Background: an optimization exercise with open tools, aiming at small area, a short achievable clock period and few clock cycles. Do not read the settings as production practice.
Only simulation tests tie the RTL to the original design; equivalence was not proved.
Power and IR drop assume default switching activity.

==> design/flow/design.v <==
`timescale 1ns / 1ps
module Bin_CSD_converter (a, csd);
input  [15:0] a ;
output reg [33:0] csd ;
integer i ;
reg [17:0] b ;
reg carry, carry_next ;
always @(*)
begin
    b = {2'b00, a} ;
    carry = 1'b0 ;
    csd = 34'd0 ;
    for (i = 0; i < 17; i = i + 1)
        begin
            carry_next = (b[i] & b[i+1]) | (b[i] & carry) | (b[i+1] & carry) ;
            if (b[i] ^ carry)
                csd[2*i +: 2] = carry_next ? 2'b11 : 2'b01 ;
            carry = carry_next ;
        end
end
endmodule
`timescale 1ns / 1ps
module mul_16 (clk, rst, start, q1, csd, product, done);
input clk, rst, start ;
input [15:0] q1 ;
input [33:0] csd ;
output reg [31:0] product ;
output reg done ;
reg [31:0] shift_q1 ;
reg [33:0] digits ;
reg [4:0] count ;
reg busy ;
always @(posedge clk)
begin
    if (rst)
        begin
            busy <= 1'b0 ;
            done <= 1'b0 ;
        end
    else if (start)
        begin
            shift_q1 <= {16'd0, q1} ;
            digits <= csd ;
            product <= 32'd0 ;
            count <= 5'd0 ;
            busy <= 1'b1 ;
            done <= 1'b0 ;
        end
    else if (busy)
        begin
            case (digits[1:0])
                2'b01: product <= product + shift_q1 ;
                2'b11: product <= product - shift_q1 ;
                default: product <= product ;
            endcase
            shift_q1 <= {shift_q1[30:0], 1'b0} ;
            digits <= {2'b00, digits[33:2]} ;
            count <= count + 5'd1 ;
            if (count == 5'd16)
                begin
                    busy <= 1'b0 ;
                    done <= 1'b1 ;
                end
        end
end
endmodule
`timescale 1ns / 1ps
module mat_mul (clk, rst, load, data, address, done, product);
input clk, rst, load ;
input [15:0] data ;
input [3:0] address ;
output reg done ;
output reg [31:0] product ;
localparam S_LOAD = 2'd0, S_START = 2'd1, S_WAIT = 2'd2, S_DONE = 2'd3 ;
reg [1:0] state ;
reg [4:0] count ;
reg [1:0] row ;
reg start_mul ;
reg [15:0] q1 [0:15] ;
reg [33:0] csd_q2 [0:15] ;
reg [31:0] result [0:15] ;
reg [15:0] row_value_1, row_value_2, row_value_3, row_value_4 ;
wire [33:0] csd_data ;
wire [31:0] par_product [0:15] ;
wire [15:0] done_mul ;
wire [31:0] sum [0:3] ;
Bin_CSD_converter csd_conv (.a(data), .csd(csd_data)) ;
genvar n ;
generate
    for (n = 0; n < 16; n = n + 1)
        begin : mat
            wire [15:0] row_value = (n < 4)  ? row_value_1 :
                                    (n < 8)  ? row_value_2 :
                                    (n < 12) ? row_value_3 : row_value_4 ;
            mul_16 mul (.clk(clk), .rst(rst), .start(start_mul), .q1(row_value),
                        .csd(csd_q2[n]), .product(par_product[n]), .done(done_mul[n])) ;
        end
endgenerate
assign sum[0] = (par_product[0] + par_product[4]) + (par_product[8]  + par_product[12]) ;
assign sum[1] = (par_product[1] + par_product[5]) + (par_product[9]  + par_product[13]) ;
assign sum[2] = (par_product[2] + par_product[6]) + (par_product[10] + par_product[14]) ;
assign sum[3] = (par_product[3] + par_product[7]) + (par_product[11] + par_product[15]) ;
always @(posedge clk)
    product <= result[address] ;
always @(posedge clk)
begin
    if (rst)
        begin
            state <= S_LOAD ;
            count <= 5'd0 ;
            row <= 2'd0 ;
            start_mul <= 1'b0 ;
            done <= 1'b0 ;
        end
    else
        case (state)
            S_LOAD, S_DONE:
                if (load)
                    begin
                        if (count[4] == 1'b0)
                            csd_q2[count[3:0]] <= csd_data ;
                        else
                            q1[count[3:0]] <= data ;
                        count <= count + 5'd1 ;
                        done <= 1'b0 ;
                        if (count == 5'd31)
                            begin
                                row <= 2'd0 ;
                                state <= S_START ;
                            end
                        else
                            state <= S_LOAD ;
                    end
            S_START:
                begin
                    row_value_1 <= q1[{row, 2'b00}] ;
                    row_value_2 <= q1[{row, 2'b01}] ;
                    row_value_3 <= q1[{row, 2'b10}] ;
                    row_value_4 <= q1[{row, 2'b11}] ;
                    start_mul <= 1'b1 ;
                    state <= S_WAIT ;
                end
            S_WAIT:
                begin
                    start_mul <= 1'b0 ;
                    if (done_mul == 16'hffff && !start_mul)
                        begin
                            result[{row, 2'b00}] <= sum[0] ;
                            result[{row, 2'b01}] <= sum[1] ;
                            result[{row, 2'b10}] <= sum[2] ;
                            result[{row, 2'b11}] <= sum[3] ;
                            if (row == 2'd3)
                                begin
                                    done <= 1'b1 ;
                                    count <= 5'd0 ;
                                    state <= S_DONE ;
                                end
                            else
                                begin
                                    row <= row + 2'd1 ;
                                    state <= S_START ;
                                end
                        end
                end
        endcase
end
endmodule
==> design/flow/run.sh <==
#!/bin/bash
# synth_recipe.tcl (not shown) runs the flow's synth.tcl, then flattens the netlist and writes it again
# the make line also repeats each setting of config.mk as NAME=value (left out here)
make -C /OpenROAD-flow-scripts/flow DESIGN_CONFIG=/design/flow/config.mk WORK_HOME=/design/flow/orfs CLKGATE_MAP_FILE= SYNTH_SCRIPT=/design/flow/synth_recipe.tcl finish
==> design/flow/config.mk <==
export PLATFORM = sky130hd
export DESIGN_NAME = mat_mul
export DESIGN_NICKNAME = mat_mul
export VERILOG_FILES = /design/flow/design.v
export SDC_FILE = /design/flow/constraint.sdc
export NUM_CORES = 4
export LEC_CHECK = 0
export CAP_MARGIN = 20
export CORE_MARGIN = 2
export CORE_UTILIZATION = 40
export SLEW_MARGIN = 20
==> design/flow/constraint.sdc <==
create_clock -name core_clock -period 10.0 [get_ports {clk}]
set_input_delay 2.0000 -clock core_clock [delete_from_list [all_inputs] [get_ports {clk}]]
set_output_delay 2.0000 -clock core_clock [all_outputs]
set_load 0.01 [all_outputs]
==> metrics.cfg <==
[status]
status = no timing/DRC/antenna violations

[detailed_routing]
avgViaCountPerCell = 5.63
num_vias = 97937
wl_um = 434000
route.detailed.drc = 0
dr.pass1.iters = 6
antenna_left = 0
wl_per_cell_um = 25.0
drtIter0Drc = 10121

[finish]
design_area_um2 = 175000
stdcell_count = 17392
final_common_cell = edfxtp_1
drive_gt1_share_pct = 12.6
layout_common_cells = edfxtp_1, nor2_1, ha_1
final_util_pct = 44.9
syn2layout_area_growth_pct = 11.8
fin_nets = 12864

[pwr]
p_clk_share_pct = 45.9
internal_power_uw = 21100
p_comb_share_pct = 1.2
p_leak_uw = 0.0613
p_per_area_nw_per_um2 = 152
vdd_drop_max_mv = 0.158
swShare_pct = 20.6
seq_power_share_pct = 52.9
p_switching_uw = 5470

[logic_synthesis]
synth_nets = 12635
synthDistinctLibCells = 99
synth.avg_cell_area_um2 = 13.4
ys_seq_area_share_pct = 58.4
synthFlopType = edfxtp_1
yosys_warnings = 3
synth_cells = 11655
ys_seq_elements = 3067
synth_edf_count = 2992
synthArstFlopShare_pct = 0
syn_area_um2 = 156000

[clock_network]
h-tree-depth = 5
clkLatencyLatePin_ns = 0.97
post_cts_resize_count = 0
cts_buffer_depth = 4
tritoncts = yes
clk_pin_slew_ns = 0.06
cts_setup_buffers = 0
cts-buffers-inserted = 337
cts_num_sinks = 3067
cts-root-buf = clkbuf_16
ctsHoldBuffers = 0

[grt]
grt_pass1_vias = 98516
grt_overflow_total = 0
grtUsageTotal_pct = 21.3
antenna_found_initial = 54
grt_first_pass_wirelength_um = 637000
grt_start_max_net_pins = 170

[floorplanning]
initial_utilization_pct = 40.2
ioPinCount = 56
dieArea_um2 = 396000
core_area_um2 = 389000
row_count = 229
dieWidth_um = 629
dieHeight_um = 629

[timing]
maxSlewHeadroom_pct = 19.0
finalSetupViolCount = 0
rsz0062_at_grt = false
slew_viol_final = 0
fmax_ghz = 0.119
fin_crit_sh_pct = 83.9
worst_pin_slew_ns = 1.21
hold_viol_final = 0
finalWorstPathRequiredPeriod_ns = 8.39
clock_skew_ns = 0.0966
setup_tns_ns = 0

[critical_path]
reg2reg_depth = 11
reg2reg_slack_ns = 4.01
worst_r2r_endpoint = result[6][30]$_DFFE_PP_
cp_slowest_cell = clkdlybuf4s50_1
cp.required_ns = 10.63
cpMostUsedCell = ha_1
critPathMaxFanout = 17
crit_type = in -> reg
r2r-start = mat[2].mul.product[4]$_SDFFCE_PP0P_
critPathMaxStageDelay_ns = 0.66
end_kind = flip-flop
startpoint_type = primary input
arrival_ns = 9.03

[job]
max_cap_violations = 0

[placed_design]
numPortBuffers = 55
gp_routability_congestion = 0.916
dp_hpwl_um = 309000
placed_area_um2 = 164000
dp_cells = 16738

[min_path]
min_from = mat[2].mul.done$_SDFFE_PP0P_
hp-class = reg -> reg
holdPathEnd = mat[2].mul.done$_SDFFE_PP0P_
hold_depth = 1

## critical path: cells and delay by family
family | cells | cell delay, ns
and+or+nand+nor | 15 | 3.14
adders and majority gates | 13 | 2.98
buffers and inverters | 1 | 0.66
AOI/OAI and AO/OA | 1 | 0.21
## cell families after synthesis
family | share of synthesized area (%)
AND/OR/NAND/NOR | 8.85
AO/OA/AOI/OAI | 9.06
XOR/XNOR | 5.77
adder cells (fa/ha/maj) | 8.92
flip-flops | 58.4
multiplexers | 7.02
buffers and inverters | 1.96
## synth_stat cells (285+ instances only)
master,instances,area [µm²]
clkbuf_1,285,1070
ha_1,693,8670
a21oi_1,509,2550
nor2b_1,364,2280
xnor2_1,655,5740
o21ai_0,522,2610
a21o_1,285,2140
nand2_1,458,1720
nor2_1,981,3680
mux2_2,496,5590
inv_1,468,1760
edfxtp_1,2992,89800
xor2_1,375,3280
## stage by stage
stage | power, µW | worst slack [ns] | hold slack (ns)
floorplan | 14500 | 1.39 | 0.437
global route | 27200 | 1.28 | 0.509
global placement | 14600 | 0.361 | 0.466
detailed placement | 14600 | 0.638 | 0.470
finish | 26500 | 1.61 | 0.485
CTS | 26800 | 1.64 | 0.485
## metal layers
metal	vias to the layer above	track usage, %	share of wire (%)
li1	44197	-	-
met1	49642	29.4	43
met2	3341	34.4	46
met3	735	2.93	6.7
met4	22	7.95	3.7
met5	-	0	0.031
## layout make-up
cell class	instances	area [µm²]
tap	5197	6500
fill	34624	214000
inverter	491	1870
sequential	3067	91400
multi-input combinational	7773	62500
clock buffer	430	8990
clock inverter	186	1620
antenna	34	85.1
timing repair buffer	214	1870
## registers in the layout, summed over array words and instances (netlist names), 32 cells and up
register	cells
mat.mul.digits	528
csd_q2	528
mat.mul.product	512
mat.mul.count	80
product	32
mat.mul.shift_q1	512
result	512
q1	256
## power by group through the flow
stage | combinational [µW] | sequential, µW | clock (µW)
global route | 356 | 14000 | 12900
CTS | 339 | 14000 | 12400
floorplan | 167 | 14300 | 0
detailed placement | 338 | 14300 | 0
finish | 328 | 14000 | 12200
global placement | 333 | 14300 | 0
## how the worst max path moves through the flow
stage,to,startpoint,depth (start not counted)
after floorplan,result[0][0]$_DFFE_PP_,rst,3
after global placement,csd_q2[7][31]$_DFFE_PP_,data[0],30
after detailed placement,csd_q2[1][31]$_DFFE_PP_,data[0],30
after CTS,csd_q2[6][31]$_DFFE_PP_,data[0],30
after global routing,csd_q2[7][31]$_DFFE_PP_,data[0],30
final,csd_q2[1][31]$_DFFE_PP_,data[0],30
Testbench counts, summed over its fixed seeds: cycles 24,768.

==> separate check: timing with driven ports <==
Ports are ideal in the flow. The routed layout listed here was re-timed in OpenROAD.
Step 1 sets driving cells, clkbuf_16 on the clock port and buf_2 on the other inputs (assumed; they add their load-dependent delay and slew).
Step 2 also shifts input and output timing later by t, the mid clock arrival at the registers, as if the neighbouring blocks saw the same clock.
Three values: ideal ports, drivers, drivers and shift; two values: the first two.
t (ns): 1.023
setup WS [ns]: 1.606 / 1.619 / 0.595
hold slack, ns: 0.485 / 0.485 / 0.485
worst setup path at the end: input to register
After both steps this run still meets setup and hold. For this run, drivers alone change the setup slack by +0.013 ns; drivers and shift together by -1.011 ns.
